This is an optimization exercise on Yosys and OpenROAD, whose aim is small area, not a production implementation. In this exercise RTL edits were held to simulation tests only and were not proved equivalent to the original. Power is estimated from default activity; no workload was simulated.

== alpha ==
==> flow/design.v <==
`timescale 1ns / 1ps
module top_module(
    input clk,
    rst,
    floor_0_p,
    floor_1_p,
    floor_2_p,
    floor_3_p,
    floor_4_p,
    direction_1,
    direction_2,
    direction_3,
    floor_0_d,
    floor_1_d,
    floor_2_d,
    floor_3_d,
    floor_4_d,
    output led_inside_0,
    led_inside_1,
    led_inside_2,
    led_inside_3,
    led_inside_4,
    led_outside_0,
    led_outside_1,
    led_outside_2,
    led_outside_3,
    led_outside_4,
    led_busy,
    a_out,b_out,c_out,d_out,e_out,f_out,g_out,p_out,
    output [7:0] an
);
    reg [5:0] r;
    reg [4:0] b, a;
    wire r_wrap = r[5] & r[2] & r[1] & r[0];              
    wire tick = r[5] & r[3] & r[2] & r[0];                
    wire r24 = r[4] & r[3] & r[1] & r[0];                 
    wire b_wrap = b[4] & ~b[1] & ~b[0];                   
    wire b0 = ~b[2] & ~b[1] & ~b[0];                      
    wire b_lt3 = ~b[4] & ~b[3] & ~b[2];                   
    wire b1 = ~b[3] & ~b[2] & ~b[1] & b[0];               
    wire b9 = b[4] & ~b[3] & b[2] & b[1] & ~b[0];         
    wire b11 = b[4] & ~b[2] & b[1] & b[0];                
    wire a0 = ~a[3] & ~a[2] & ~a[1] & ~a[0];              
    wire a12 = ~a[3] & a[2] & a[1] & a[0];                
    wire a24 = ~a[4] & a[3] & ~a[2] & ~a[1] & a[0];       
    wire t249 = (a12 & b9) | (a24 & b_wrap);
    wire t1 = (a0 & b1) | (a12 & b11);
    wire step = tick && t249;
    always @(posedge clk) begin
        if (!rst) begin
            r <= 6'd0;
            b <= 5'd0;
            a <= 5'd0;
        end else begin
            r <= r_wrap ? 6'b000001 : {r[4:0], ~(r[5] ^ r[0])};
            if (tick) begin
                b <= b_wrap ? 5'd0 : {b[3:0], ~(b[4] ^ b[1])};
                if (b_wrap)
                    a <= a24 ? 5'd0 : {a[3:0], ~(a[4] ^ a[1])};
            end
        end
    end
    reg [2:0] dg;
    reg blank;
    wire anff = blank;
    always @(posedge clk) begin
        if (!rst) begin
            dg <= 3'd7;
            blank <= 1'b1;
        end else if (r_wrap && b0) begin
            dg <= {dg[2] ^ (dg[1] & dg[0]), dg[1] ^ dg[0], ~dg[0]};
            blank <= 1'b0;
        end
    end
    wire [7:0] anr = {8{blank}} | ~(8'h01 << dg);
    assign an = anr;
    wire wend = r24 && t1 && !anff;
    wire early0 = anff && b0;
    wire early3 = anff && b_lt3;
    wire [4:0] fp = {floor_4_p, floor_3_p, floor_2_p, floor_1_p, floor_0_p};
    wire [4:0] fd = {floor_4_d, floor_3_d, floor_2_d, floor_1_d, floor_0_d};
    reg [4:0] s0, fdl;
    reg [2:0] q1, q2, q3;
    wire [4:0] rise = fp & ~(s0 & ~{5{early0}});
    wire [2:0] rise_f = rise[0] ? 3'd0 : rise[1] ? 3'd1 : rise[2] ? 3'd2 :
                        rise[3] ? 3'd3 : rise[4] ? 3'd4 : 3'd7;
    always @(posedge clk)
        if (tick) begin
            s0 <= fp; q1 <= rise_f; q2 <= q1; q3 <= q2;
            fdl <= fd;
        end
    wire [2:0] hq = early3 ? 3'd7 : q3;
    wire hpv = (hq != 3'd7);
    wire [4:0] cab = fd & ~(fdl & ~{5{early0}});
    reg [4:0] inr, outr;      
    reg busy;                 
    reg P;                    
    reg [2:0] kj;             
    wire [2:0] kat = {kj[2] & ~kj[0], kj[1] & (~kj[2] | kj[0]), kj[0] & (~kj[1] | kj[2])};
    reg [2:0] LP;             
    reg [1:0] SM;             
    reg [2:0] pr;             
    reg PA;                   
    reg [2:0] sd;             
    reg dk;                   
    reg Cd;                   
    wire k0 = (kat == 3'd0);
    wire hv = (pr != 3'd7) && (pr != kat);
    wire cv = (sd != 3'd7) && (sd != kat);
    wire tv = hv | cv;
    wire [2:0] t = hv ? pr : sd;
    wire arrive = busy && !k0 && (LP == kat);
    wire mid = busy && !k0 && !arrive && (SM == ((kat == 3'd4) ? 2'd3 : kat[1:0]));
    wire other = !k0 && !arrive && !mid;
    wire start = tv && (k0 || (other && !busy));
    wire between = P ? (t < kat && t > LP) : (t > kat && t < LP);
    wire accept = other && busy && tv && between && (!hv || PA == P);
    wire clr0 = k0 && !tv;
    wire move = other && busy;
    wire set = start || accept;
    wire [4:0] kat_oh = 5'b1 << kat;
    wire [4:0] t_oh = 5'b1 << t;
    wire [4:0] clr_m = (arrive || mid || clr0) ? kat_oh : 5'b0;
    wire [4:0] n_out = (outr & ~clr_m) | ((set && hv) ? t_oh : 5'b0);
    wire [4:0] n_in = (inr & ~clr_m) | ((set && !hv) ? t_oh : 5'b0);
    wire n_busy = start ? 1'b1 : (arrive || clr0) ? 1'b0 : busy;
    wire hp_dir = (hq == 3'd0) ? 1'b0 : (hq == 3'd1) ? direction_1 :
                  (hq == 3'd2) ? direction_2 : (hq == 3'd3) ? direction_3 : 1'b1;
    wire [2:0] cab_f = cab[0] ? 3'd0 : cab[1] ? 3'd1 : cab[2] ? 3'd2 : cab[3] ? 3'd3 : 3'd4;
    always @(posedge clk) begin
        if (tick) begin
            if (hpv) PA <= hp_dir;
            if (step) begin
                if (start) begin
                    P <= (t < kat);
                    LP <= t;
                end
                if (start || k0 || mid)
                    SM <= 2'd0;
                else if (accept)
                    SM <= t[1:0];
                dk <= (k0 && start) || move;
            end
        end
        if (!rst) begin
            inr <= 0; outr <= 0; busy <= 0; kj <= 0; Cd <= 0;
            pr <= 3'd7; sd <= 3'd7;
        end else if (wend) begin
            if (dk)
                kj <= P ? {~kj[0], kj[2:1]} : {kj[1:0], ~kj[2]};
            Cd <= busy;
        end else if (tick) begin
            if (step) begin
                busy <= n_busy;
                inr <= n_in; outr <= n_out;
                pr <= 3'd7; sd <= 3'd7;
            end else begin
                if (hpv) pr <= hq;
                if (|cab) sd <= cab_f;
            end
        end
    end
    assign {led_inside_4, led_inside_3, led_inside_2, led_inside_1, led_inside_0} = inr;
    assign {led_outside_4, led_outside_3, led_outside_2, led_outside_1, led_outside_0} = outr;
    assign led_busy = busy;
    wire busy_d = Cd;
    wire [2:0] kat_d = kat;
    wire P_d = P | k0;
    reg [6:0] d0, d4, d5;
    always @* begin
        case (kat_d)
            3'd0: d0 = 7'b0000001;
            3'd1: d0 = 7'b1001111;
            3'd2: d0 = 7'b0010010;
            3'd3: d0 = 7'b0000110;
            default: d0 = 7'b1101100;
        endcase
        if (!busy_d) begin
            d4 = 7'b1000010; d5 = 7'b1001111;
        end else if (P_d) begin
            d4 = 7'b0000001; d5 = 7'b1000010;
        end else begin
            d4 = 7'b0011000; d5 = 7'b1000001;
        end
    end
    wire [6:0] seg = ({7{anr[0]}} | d0) & ({7{anr[1]}} | 7'b1111110) &
                     ({7{anr[2]}} | 7'b1110001) & ({7{anr[3]}} | 7'b0111000) &
                     ({7{anr[4]}} | d4) & ({7{anr[5]}} | d5) &
                     ({7{anr[6]}} | 7'b1111110) & ({7{anr[7]}} | 7'b1111110);
    assign {a_out, b_out, c_out, d_out, e_out, f_out, g_out} = seg;
    assign p_out = 1'b1;
endmodule
Settings: LEC_CHECK=0, ABC_AREA=1, CAP_MARGIN=0, CORE_MARGIN=2, CORE_UTILIZATION=55, SLEW_MARGIN=0, BUFFER_PORTS_ARGS=-buffer_cell sky130_fd_sc_hd__buf_1, CTS_ARGS=-sink_clustering_enable -repair_clock_nets -dont_use_dummy_load -buf_list sky130_fd_sc_hd__clkbuf_4 -root_buf sky130_fd_sc_hd__clkbuf_4; clock period 10.0 ns.
standard.sh (not shown) runs the stock make flow with config.mk's settings and CLKGATE_MAP_FILE= SYNTH_SCRIPT=/design/flow/synth_recipe.tcl, a recipe that flattens the netlist after the stock synthesis.
==> flow/flow/run.sh <==
#!/bin/bash
# ORFS layout as the standard.sh makes it, with two changes:
#  - ports are buffered with the smallest buffer cell (buf_1), and CTS
#    options are set (flow/extra.mk);
#  - after the standard synthesis, its combinational logic is re-mapped
#    with longer ABC scripts (flow/resyn.tcl with flow/resyn_*.abc, each
#    also run a second time on its own result); registers are untouched.
#    The smallest result that keeps every register, is fully mapped and
#    that Yosys proves equivalent to the standard netlist (flow/eqchk.tcl)
#    is laid out; if none qualifies, the standard netlist is.
# Each tool writes its full output to a log file in this folder.
set -euo pipefail
cd "$(dirname "${BASH_SOURCE[0]}")/.."
W=$(pwd)
cat flow/extra.mk >> config.mk

bash standard.sh synth > log_1_synth.log 2>&1

R=$W/orfs/results/${FLOW_PLATFORM}/top_module/base
cp "$R/1_2_yosys.v" "$W/std_1_2_yosys.v"
YOSYS=$(command -v yosys || echo "$FLOW_HOME/../tools/install/yosys/bin/yosys")
export RESYN_LIB="$FLOW_HOME/platforms/sky130hd/lib/sky130_fd_sc_hd__tt_025C_1v80.lib"
export RESYN_TOP="$FLOW_TOP"
export RESYN_DONT_USE="$(sed -n '/DONT_USE_CELLS/,/^$/p' "$FLOW_HOME/platforms/sky130hd/config.mk" | grep -o 'sky130_fd_sc_hd__[a-z0-9_]*' | tr '\n' ' ')"
STD="$W/std_1_2_yosys.v"
n_std=$(grep -cE '^\s*sky130_fd_sc_hd__e?dfxtp_[0-9]+ ' "$STD" || true)

# try: run one re-mapping; print "area file" if the result is usable
try() {  # in out script log
  if RESYN_IN="$1" RESYN_OUT="$2" RESYN_SCRIPT="$3" "$YOSYS" -c "$W/flow/resyn.tcl" > "$4" 2>&1; then
    local n_new n_asg area
    n_new=$(grep -cE '^\s*sky130_fd_sc_hd__e?dfxtp_[0-9]+ ' "$2" || true)
    n_asg=$(grep -cE '^\s*assign ' "$2" || true)
    area=$(grep "Chip area for module" "$4" | tail -1 | awk '{print $NF}')
    if [[ "$n_std" -gt 0 && "$n_std" == "$n_new" && "$n_asg" == 0 && -n "$area" ]]; then
      echo "$area $2"
    fi
  fi
}
: > resyn_candidates.txt
for s in flow/resyn_*.abc; do
  k=$(basename "$s" .abc)
  try "$STD" "$W/${k}_1.v" "$W/$s" "log_2_${k}_1.log" >> resyn_candidates.txt || true
  if [[ -f "$W/${k}_1.v" ]]; then
    try "$W/${k}_1.v" "$W/${k}_2.v" "$W/$s" "log_2_${k}_2.log" >> resyn_candidates.txt || true
  fi
done
sort -g resyn_candidates.txt > resyn_sorted.txt
chosen=""
sed "s/^module $FLOW_TOP(/module eq_gold(/" "$STD" > "$W/eq_gold.v"
while read -r area f; do
  sed "s/^module $FLOW_TOP(/module eq_gate(/" "$f" > "$W/eq_gate.v"
  if EQ_GOLD="$W/eq_gold.v" EQ_GATE="$W/eq_gate.v" "$YOSYS" -c "$W/flow/eqchk.tcl" > "log_2_eqchk_$(basename "$f" .v).log" 2>&1; then
    chosen="$f"; break
  fi
done < resyn_sorted.txt
echo "chosen: ${chosen:-standard netlist}" > log_2_resyn_choice.log
cat resyn_sorted.txt >> log_2_resyn_choice.log
if [[ -n "$chosen" ]]; then
  cp "$chosen" "$R/1_2_yosys.v"
  touch "$R/1_2_yosys.v"
fi

bash standard.sh > log_3_finish.log 2>&1
==> flow/flow/extra.mk <==
export BUFFER_PORTS_ARGS = -buffer_cell sky130_fd_sc_hd__buf_1
export CTS_ARGS = -sink_clustering_enable -repair_clock_nets -dont_use_dummy_load -buf_list sky130_fd_sc_hd__clkbuf_4 -root_buf sky130_fd_sc_hd__clkbuf_4
Other scripts of this flow, unchanged in this note and not shown: flow/flow/eqchk.tcl, flow/flow/resyn.tcl, flow/flow/resyn_a.abc, flow/flow/resyn_b.abc, flow/flow/resyn_c.abc, flow/flow/resyn_d.abc
Edits applied to the flow inputs when going from alpha to beta:
# alpha
export LEC_CHECK = 0
export ABC_AREA = 1
export CAP_MARGIN = 0
export CORE_MARGIN = 2
export CORE_UTILIZATION = 55
export SLEW_MARGIN = 0
export BUFFER_PORTS_ARGS = -buffer_cell sky130_fd_sc_hd__buf_1
export CTS_ARGS = -sink_clustering_enable -repair_clock_nets -dont_use_dummy_load -buf_list sky130_fd_sc_hd__clkbuf_4 -root_buf sky130_fd_sc_hd__clkbuf_4
create_clock -name core_clock -period 10.0 [get_ports {clk}]
# beta
export LEC_CHECK = 0
export CAP_MARGIN = 0
export CORE_MARGIN = 2
export CORE_UTILIZATION = 55
export SLEW_MARGIN = 0
export BUFFER_PORTS_ARGS = -buffer_cell sky130_fd_sc_hd__buf_1
export CTS_ARGS = -sink_clustering_enable -repair_clock_nets -dont_use_dummy_load -buf_list sky130_fd_sc_hd__clkbuf_4 -root_buf sky130_fd_sc_hd__clkbuf_4
create_clock -name core_clock -period 10.0 [get_ports {clk}]
==> comparison <==
Area after synthesis for beta: 0.36% up relative to alpha. Met1 track utilization from global routing: beta > alpha. In terms of width of the die, beta and alpha differ only marginally. Reported for alpha and beta, clock-buffer cell count turned out identical to the last digit. Compared with alpha, beta is hungrier on power. Of the two values seen for endpoint of the most critical setup path, outr[1]$_SDFFE_PN0P_ was produced by alpha and g_out by beta. beta vs alpha: die area up in beta. beta against alpha: clock power share rose 0.7 points, count of routing violations after the opening detailed-route iteration up 7, logic depth of the worst path, buffers included went down by 10, synthesized netlist cell count moved up.
#### Input delta (gamma over beta)
# beta
export LEC_CHECK = 0
export CAP_MARGIN = 0
export CORE_MARGIN = 2
export CORE_UTILIZATION = 55
export SLEW_MARGIN = 0
export BUFFER_PORTS_ARGS = -buffer_cell sky130_fd_sc_hd__buf_1
export CTS_ARGS = -sink_clustering_enable -repair_clock_nets -dont_use_dummy_load -buf_list sky130_fd_sc_hd__clkbuf_4 -root_buf sky130_fd_sc_hd__clkbuf_4
create_clock -name core_clock -period 10.0 [get_ports {clk}]
# gamma
export LEC_CHECK = 0
export CAP_MARGIN = 0
export CORE_MARGIN = 2
export CORE_UTILIZATION = 40
export SLEW_MARGIN = 0
export BUFFER_PORTS_ARGS = -buffer_cell sky130_fd_sc_hd__buf_1
export CTS_ARGS = -sink_clustering_enable -repair_clock_nets -dont_use_dummy_load -buf_list sky130_fd_sc_hd__clkbuf_4 -root_buf sky130_fd_sc_hd__clkbuf_4 -sink_clustering_size 6
create_clock -name core_clock -period 10.0 [get_ports {clk}]
==> flow/flow/extra.mk <==
export BUFFER_PORTS_ARGS = -buffer_cell sky130_fd_sc_hd__buf_1
export CTS_ARGS = -sink_clustering_enable -repair_clock_nets -dont_use_dummy_load -buf_list sky130_fd_sc_hd__clkbuf_4 -root_buf sky130_fd_sc_hd__clkbuf_4 -sink_clustering_size 6
==> comparison <==
gamma | stages: all done | timing, DRC, antenna: all pass
On clock-cell share of area, gamma and beta are basically level.
gamma vs. beta: die height shows an increase of about 16%; period utilization lost 0.49 points; core footprint went up.
Input changes introduced in delta (baseline for comparison: gamma):
# gamma
export LEC_CHECK = 0
export CAP_MARGIN = 0
export CORE_MARGIN = 2
export CORE_UTILIZATION = 40
export SLEW_MARGIN = 0
export BUFFER_PORTS_ARGS = -buffer_cell sky130_fd_sc_hd__buf_1
export CTS_ARGS = -sink_clustering_enable -repair_clock_nets -dont_use_dummy_load -buf_list sky130_fd_sc_hd__clkbuf_4 -root_buf sky130_fd_sc_hd__clkbuf_4 -sink_clustering_size 6
create_clock -name core_clock -period 10.0 [get_ports {clk}]
# delta
export LEC_CHECK = 0
export CAP_MARGIN = 0
export CORE_MARGIN = 2
export CORE_UTILIZATION = 70
export SLEW_MARGIN = 0
export BUFFER_PORTS_ARGS = -buffer_cell sky130_fd_sc_hd__buf_1
export CTS_ARGS = -sink_clustering_enable -repair_clock_nets -dont_use_dummy_load -buf_list sky130_fd_sc_hd__clkbuf_4 -root_buf sky130_fd_sc_hd__clkbuf_4
create_clock -name core_clock -period 10.0 [get_ports {clk}]
==> flow/flow/extra.mk <==
export BUFFER_PORTS_ARGS = -buffer_cell sky130_fd_sc_hd__buf_1
export CTS_ARGS = -sink_clustering_enable -repair_clock_nets -dont_use_dummy_load -buf_list sky130_fd_sc_hd__clkbuf_4 -root_buf sky130_fd_sc_hd__clkbuf_4
==> run notes <==
Measured against each other, delta and gamma differ in sequential portion of the cell area, the lower figure coming from gamma. Summary of the comparison: number of global-route vias before repair is higher in delta, relative to gamma. delta vs. gamma: via count went up by 4.5%; mean routed wirelength per cell shows an increase of 1.4 um; post-layout instance area fell by 63 um^2; met3 usage increased by 3.2 points relative to the old numbers. Going from gamma to delta, die boundary height fell about 23%; worst setup slack after placement fell 3.6 ps; floorplan core area fell about 43%. Per the comparison of delta with gamma, smallest setup slack after layout roughly the same; instance area after placement lower.

-- port drivers added, routing unchanged --
No port has a modelled driver above. Below, the same layouts with a new extraction and two added sets of constraints.
Step 1 assumes that a clkbuf_16 drives the clock port and a buf_2 every other input.
Step 2 moves the port delays by t, midway between the first and last clock arrival at a register: inputs arrive t later, outputs are due t later. That takes back most of the time a late clock gives input paths.
Three values: no drivers, after step 1, after step 2; two values: the first two.
| run | t (ns) | setup slack, ns | clock arrival spread, ns | slew at the worst register clock pin (ns) |
|---|---|---|---|---|
| alpha | 0.403 | 5.130 / 5.130 / 5.130 | 0.032 / 0.032 | 0.11 / 0.11 |
| beta | 0.418 | 5.812 / 5.785 / 6.203 | 0.028 / 0.028 | 0.11 / 0.11 |
| gamma | 0.418 | 5.861 / 5.834 / 6.252 | 0.040 / 0.040 | 0.12 / 0.12 |
| delta | 0.420 | 5.861 / 5.835 / 6.255 | 0.041 / 0.042 | 0.11 / 0.11 |
After both steps every run listed still meets setup and hold.
